What follows belongs to an exercise in optimizing a design on an open flow for small area; a production flow would make more cautious choices. Function was checked by simulation only, so behaviour that the tests miss may differ from the original. Power is estimated from default activity; no workload was simulated.

==> run a <==
## top_UART
module top_UART (
	input  clk,
	input  rst,
	input  [8-1:0] status,
	input  [8-1:0] ram_dout,
	input  rx,
	output tx,
	output reg ram_we,
	output reg [8-1:0] ram_din,
	output reg [16-1:0] ram_addr,
	output reg [8-1:0] command
);
Settings: LEC_CHECK=0, ABC_AREA=1, CAP_MARGIN=20, CORE_MARGIN=2, CORE_UTILIZATION=40, SLEW_MARGIN=20; clock period 5.0 ns.
standard.sh (not shown) runs the stock make flow with config.mk's settings and CLKGATE_MAP_FILE= SYNTH_SCRIPT=/design/flow/synth_recipe.tcl, a recipe that flattens the netlist after the stock synthesis.
==> flow/flow/run.sh <==
#!/bin/bash
# Layout flow: the standard ORFS flow (standard.sh) with three changes:
#  - synthesis maps the logic with an area-oriented ABC script (abc_area.script
#    beside this file, used through ABC_AREA=1 from config.mk); registers and
#    everything else in synthesis are as in the standard flow;
#  - each port gets a sky130_fd_sc_hd__buf_1 as its port buffer;
#  - the clock tree is built from small clock buffers, without dummy loads.
# The ORFS scripts are used from a copy in the work folder that differs only
# in abc_area.script. All tool output goes to standard.log in the work folder.
set -euo pipefail
here=$(pwd)
rm -rf "$here/orfs_scripts"
cp -r "$FLOW_HOME/scripts" "$here/orfs_scripts"
cp "$here/flow/abc_area.script" "$here/orfs_scripts/abc_area.script"
export SCRIPTS_DIR="$here/orfs_scripts"
export BUFFER_PORTS_ARGS="-buffer_cell sky130_fd_sc_hd__buf_1"
export CTS_ARGS="-sink_clustering_enable -repair_clock_nets -buf_list sky130_fd_sc_hd__clkbuf_4 -root_buf sky130_fd_sc_hd__clkbuf_8 -dont_use_dummy_load"
bash standard.sh > standard.log 2>&1
==> flow/flow/abc_area.script <==
strash
dch -f
map -a
strash
dch -f
amap
topo
==> inputs of run b, as changes to run a <==
--- a/flow/design.v
+++ b/flow/design.v
@@ -73,69 +73,56 @@
 localparam [1:0] H_C = 2'd0, H_S = 2'd1, H_W = 2'd3, H_R = 2'd2;
 reg [3:0]  st;
 reg [1:0]  hd;       
 reg [31:0] la;       
 wire [15:0] len  = la[31:16];
 wire [15:0] addr = la[15:0];
 wire        wr = st == WR_MEMORY;
-wire        rd_go = st == RD_MEMORY && !is_tx && !t1;    
-wire        addr_step;                                   
-wire        addr_zero;                                   
-wire        addr_load = st == CALC_LNA + 4'd3 && received;
 reg  [15:0] diff, addr_inc;
-reg         cy, c8, c8_r, zero_lo_r, zero_hi_r, wr_r;
+reg         cy, c8, c8_r, zero_r, wr_r;
 integer     i;
 always @(*) begin
 	cy = wr_r;
 	for (i = 0; i < 8; i = i + 1) begin
 		diff[i] = ram_addr[i] ^ ~addr[i] ^ cy;
 		cy = (ram_addr[i] & ~addr[i]) | (cy & (ram_addr[i] ^ ~addr[i]));
 	end
 	c8 = cy;
 	cy = c8_r;
 	for (i = 8; i < 16; i = i + 1) begin
 		diff[i] = ram_addr[i] ^ ~addr[i] ^ cy;
 		cy = (ram_addr[i] & ~addr[i]) | (cy & (ram_addr[i] ^ ~addr[i]));
 	end
-	cy = 1'b1;       
+	cy = 1'b1;
 	for (i = 0; i < 16; i = i + 1) begin
-		addr_inc[i] = ram_addr[i] ^ (addr_step & cy);
+		addr_inc[i] = ram_addr[i] ^ cy;
 		cy = cy & ram_addr[i];
 	end
 end
 always @(posedge clk) begin
 	wr_r <= wr;
 	c8_r <= c8;
-	zero_lo_r <= diff[7:0] == len[7:0];
-	zero_hi_r <= diff[15:8] == len[15:8];
+	zero_r <= diff == len;
 end
 wire len_max = &len;
-wire last = (!wr || ram_we) ? zero_lo_r && zero_hi_r : len_max;
-assign addr_step = (rd_go && !last) || (wr && ram_we);
-assign addr_zero = st == IDLE || (rd_go && last);
-always @(posedge clk) begin
-	if (rst || addr_zero)
-		ram_addr <= 16'h0000;
-	else if (addr_load)
-		ram_addr <= {la[7:0], rx_byte};
-	else
-		ram_addr <= addr_inc;
-end
+wire last = (!wr || ram_we) ? zero_r : len_max;
 wire [7:0] head_byte = {3'b011, hd != H_C, 1'b0, hd == H_W, 1'b1, hd != H_R};
 always @(posedge clk) begin
 	if (rst) begin
 		st <= IDLE;
 		ram_we <= 1'b0;
+		ram_addr <= 16'h0000;
 		t1 <= 1'b0;
 		ram_din <= 8'h00;
 		command <= 8'h00;
 	end else begin
 		casez (st)
 		IDLE: begin
 			ram_we <= 1'b0;
+			ram_addr <= 16'h0000;
 			if (is_tx) t1 <= 1'b0;
 			if (received && rx_byte == 8'h70) st <= CHK_HEAD;
 		end
 		CHK_HEAD: if (received) begin
 			case (rx_byte)
 			8'h63: begin hd <= H_C; st <= WR_COMMAND; end
 			8'h73: begin hd <= H_S; st <= SND_PKT; end
@@ -174,14 +161,15 @@
 				t1 <= 1'b1;
 				st <= IDLE;
 			end
 		end
 		4'b10??: if (received) begin     
 			la <= {la[23:0], rx_byte};
 			if (st[1:0] == 2'd3) begin
+				ram_addr <= {la[7:0], rx_byte};
 				st <= hd[0] ? WR_MEMORY : SND_PKT;
 			end else
 				st <= st + 1'b1;
 		end
 		4'b11??: begin                   
 			if (is_tx) t1 <= 1'b0;
 			else if (!t1) begin
@@ -196,20 +184,23 @@
 		end
 		RD_MEMORY: begin
 			if (is_tx) t1 <= 1'b0;
 			else if (!t1) begin
 				if (!last) begin
 					t1 <= 1'b1;
 					tb <= ram_dout;
+					ram_addr <= addr_inc;
 				end else begin
+					ram_addr <= 16'h0000;
 					st <= IDLE;
 				end
 			end
 		end
 		WR_MEMORY: begin
+			if (ram_we) ram_addr <= addr_inc;
 			if (!last) begin
 				if (received) begin
 					ram_din <= rx_byte;
 					ram_we <= 1'b1;
 				end else
 					ram_we <= 1'b0;
 			end else begin
==> inputs of run c, as changes to run a <==
--- a/flow/design.v
+++ b/flow/design.v
@@ -14,34 +14,33 @@
 localparam [2:0] R_IDLE = 3'd0, R_START = 3'd1, R_READ = 3'd2, R_STOP = 3'd3,
                  R_RECV = 3'd4, R_ERR = 3'd5, R_WAIT1 = 3'd6, R_WAIT2 = 3'd7;
 reg [2:0] rs;        
 reg [9:0] rc;        
 reg [8:1] rsr;       
 wire r_ev_half = rc == 10'b0110001110;    
 wire r_ev_bit  = rc == 10'b1100011010;    
-wire r_ev_bit1 = rc == 10'b1110001101;    
+wire r_ev      = rs == R_START ? r_ev_half : r_ev_bit;
 wire received = rs == R_RECV;
 wire [7:0] rx_byte = rsr;
 always @(posedge clk) begin
 	if (rst)
 		rs <= R_IDLE;
 	else case (rs)
 		R_IDLE:  if (!rx) rs <= R_START;
 		R_START: if (r_ev_half) rs <= rx ? R_ERR : R_READ;
 		R_READ:  if (r_ev_bit && rsr[1]) rs <= R_STOP;
 		R_STOP:  if (r_ev_bit) rs <= rx ? R_RECV : R_ERR;
 		R_RECV:  rs <= R_IDLE;
 		R_ERR:   rs <= R_WAIT1;
 		R_WAIT1: if (r_ev_bit) rs <= R_WAIT2;
-		R_WAIT2: if (r_ev_bit1) rs <= R_IDLE;
+		R_WAIT2: if (r_ev_bit) rs <= R_IDLE;
 	endcase
 end
 always @(posedge clk) begin
-	if (rs == R_IDLE || rs == R_ERR || (rs == R_START && r_ev_half) ||
-	    ((rs == R_READ || rs == R_STOP || rs == R_WAIT1) && r_ev_bit))
+	if (rs == R_IDLE || r_ev)
 		rc <= 10'd0;
 	else
 		rc <= {rc[8:0], ~(rc[9] ^ rc[6])};
 	if (rs == R_START)
 		rsr <= 8'h80;
 	else if (rs == R_READ && r_ev_bit)
 		rsr <= {rx, rsr[8:2]};
@@ -53,18 +52,18 @@
 reg       t1;        
 wire is_tx  = tp != T_IDLE;
 wire t_ev   = tc == 10'b1100011010;       
 assign tx = tp[3] ? tb[tp[2:0]] : tp != T_START;
 always @(posedge clk) begin
 	if (rst)
 		tp <= T_IDLE;
-	else if (!is_tx) begin
-		if (t1) tp <= T_START;
-	end else if (t_ev)
-		tp <= tp + 1'b1;
+	else if (!is_tx && t1)
+		tp <= T_START;
+	else
+		tp <= tp + (is_tx && t_ev);
 	if (!is_tx || t_ev)
 		tc <= 10'd0;
 	else
 		tc <= {tc[8:0], ~(tc[9] ^ tc[6])};
 end
 localparam [3:0] IDLE = 4'd2, CHK_HEAD = 4'd5, WR_COMMAND = 4'd1, SND_PKT = 4'd7,
                  SND_HEAD = 4'd0, TRANS = 4'd4, WR_MEMORY = 4'd3, RD_MEMORY = 4'd6,
@@ -116,26 +115,26 @@
 	if (rst || addr_zero)
 		ram_addr <= 16'h0000;
 	else if (addr_load)
 		ram_addr <= {la[7:0], rx_byte};
 	else
 		ram_addr <= addr_inc;
 end
+always @(posedge clk)
+	ram_we <= !rst && wr && !last && received;
 wire [7:0] head_byte = {3'b011, hd != H_C, 1'b0, hd == H_W, 1'b1, hd != H_R};
 always @(posedge clk) begin
 	if (rst) begin
 		st <= IDLE;
-		ram_we <= 1'b0;
 		t1 <= 1'b0;
 		ram_din <= 8'h00;
 		command <= 8'h00;
 	end else begin
 		casez (st)
 		IDLE: begin
-			ram_we <= 1'b0;
 			if (is_tx) t1 <= 1'b0;
 			if (received && rx_byte == 8'h70) st <= CHK_HEAD;
 		end
 		CHK_HEAD: if (received) begin
 			case (rx_byte)
 			8'h63: begin hd <= H_C; st <= WR_COMMAND; end
 			8'h73: begin hd <= H_S; st <= SND_PKT; end
@@ -203,21 +202,16 @@
 				end else begin
 					st <= IDLE;
 				end
 			end
 		end
 		WR_MEMORY: begin
 			if (!last) begin
-				if (received) begin
-					ram_din <= rx_byte;
-					ram_we <= 1'b1;
-				end else
-					ram_we <= 1'b0;
+				if (received) ram_din <= rx_byte;
 			end else begin
-				ram_we <= 1'b0;
 				ram_din <= 8'h00;
 				st <= SND_PKT;
 			end
 		end
 		endcase
 	end
 end
- CORE_UTILIZATION: 40 -> 50
==> comparison <==
Run b ran to the end with no violations. Run c passed the timing, design-rule and antenna checks. Run a completed with no timing, DRC or antenna violations. The lowest global-route usage belongs to run b, the highest to run c. In run b the via count is larger than in run a, by 0.30%. The highest critical path depth belongs to run a, the lowest to run c. Of run b and run a, run a has the higher clock power (gap about 0.9%, measured against run a). Die area: run c is lower than run a (21%).

-- separate check: timing with driven ports --
The results above use ideal ports. As a check the final layouts listed here were re-extracted and re-timed, cells and wires unchanged. Step 1 sets driving cells, clkbuf_16 on the clock port and buf_2 on the other inputs (assumed; they add their load-dependent delay and slew). Step 2 times the ports against the registers' clock, not the clock port: input delays grow and output delays shrink by t, the midpoint of the rising clock arrivals with the driver on. a / b / c = no drivers / after step 1 / after step 2; a / b = the first two.
run | t, ns | setup slack, ns | hold slack, ns
run a | 0.445 | 0.672 / 0.672 / 0.672 | 0.420 / 0.420 / 0.420
run b | 0.433 | 0.102 / 0.102 / 0.102 | 0.429 / 0.429 / 0.429
run c | 0.425 | 0.397 / 0.397 / 0.397 | 0.413 / 0.413 / 0.413
After both steps setup and hold are still met in every run listed.
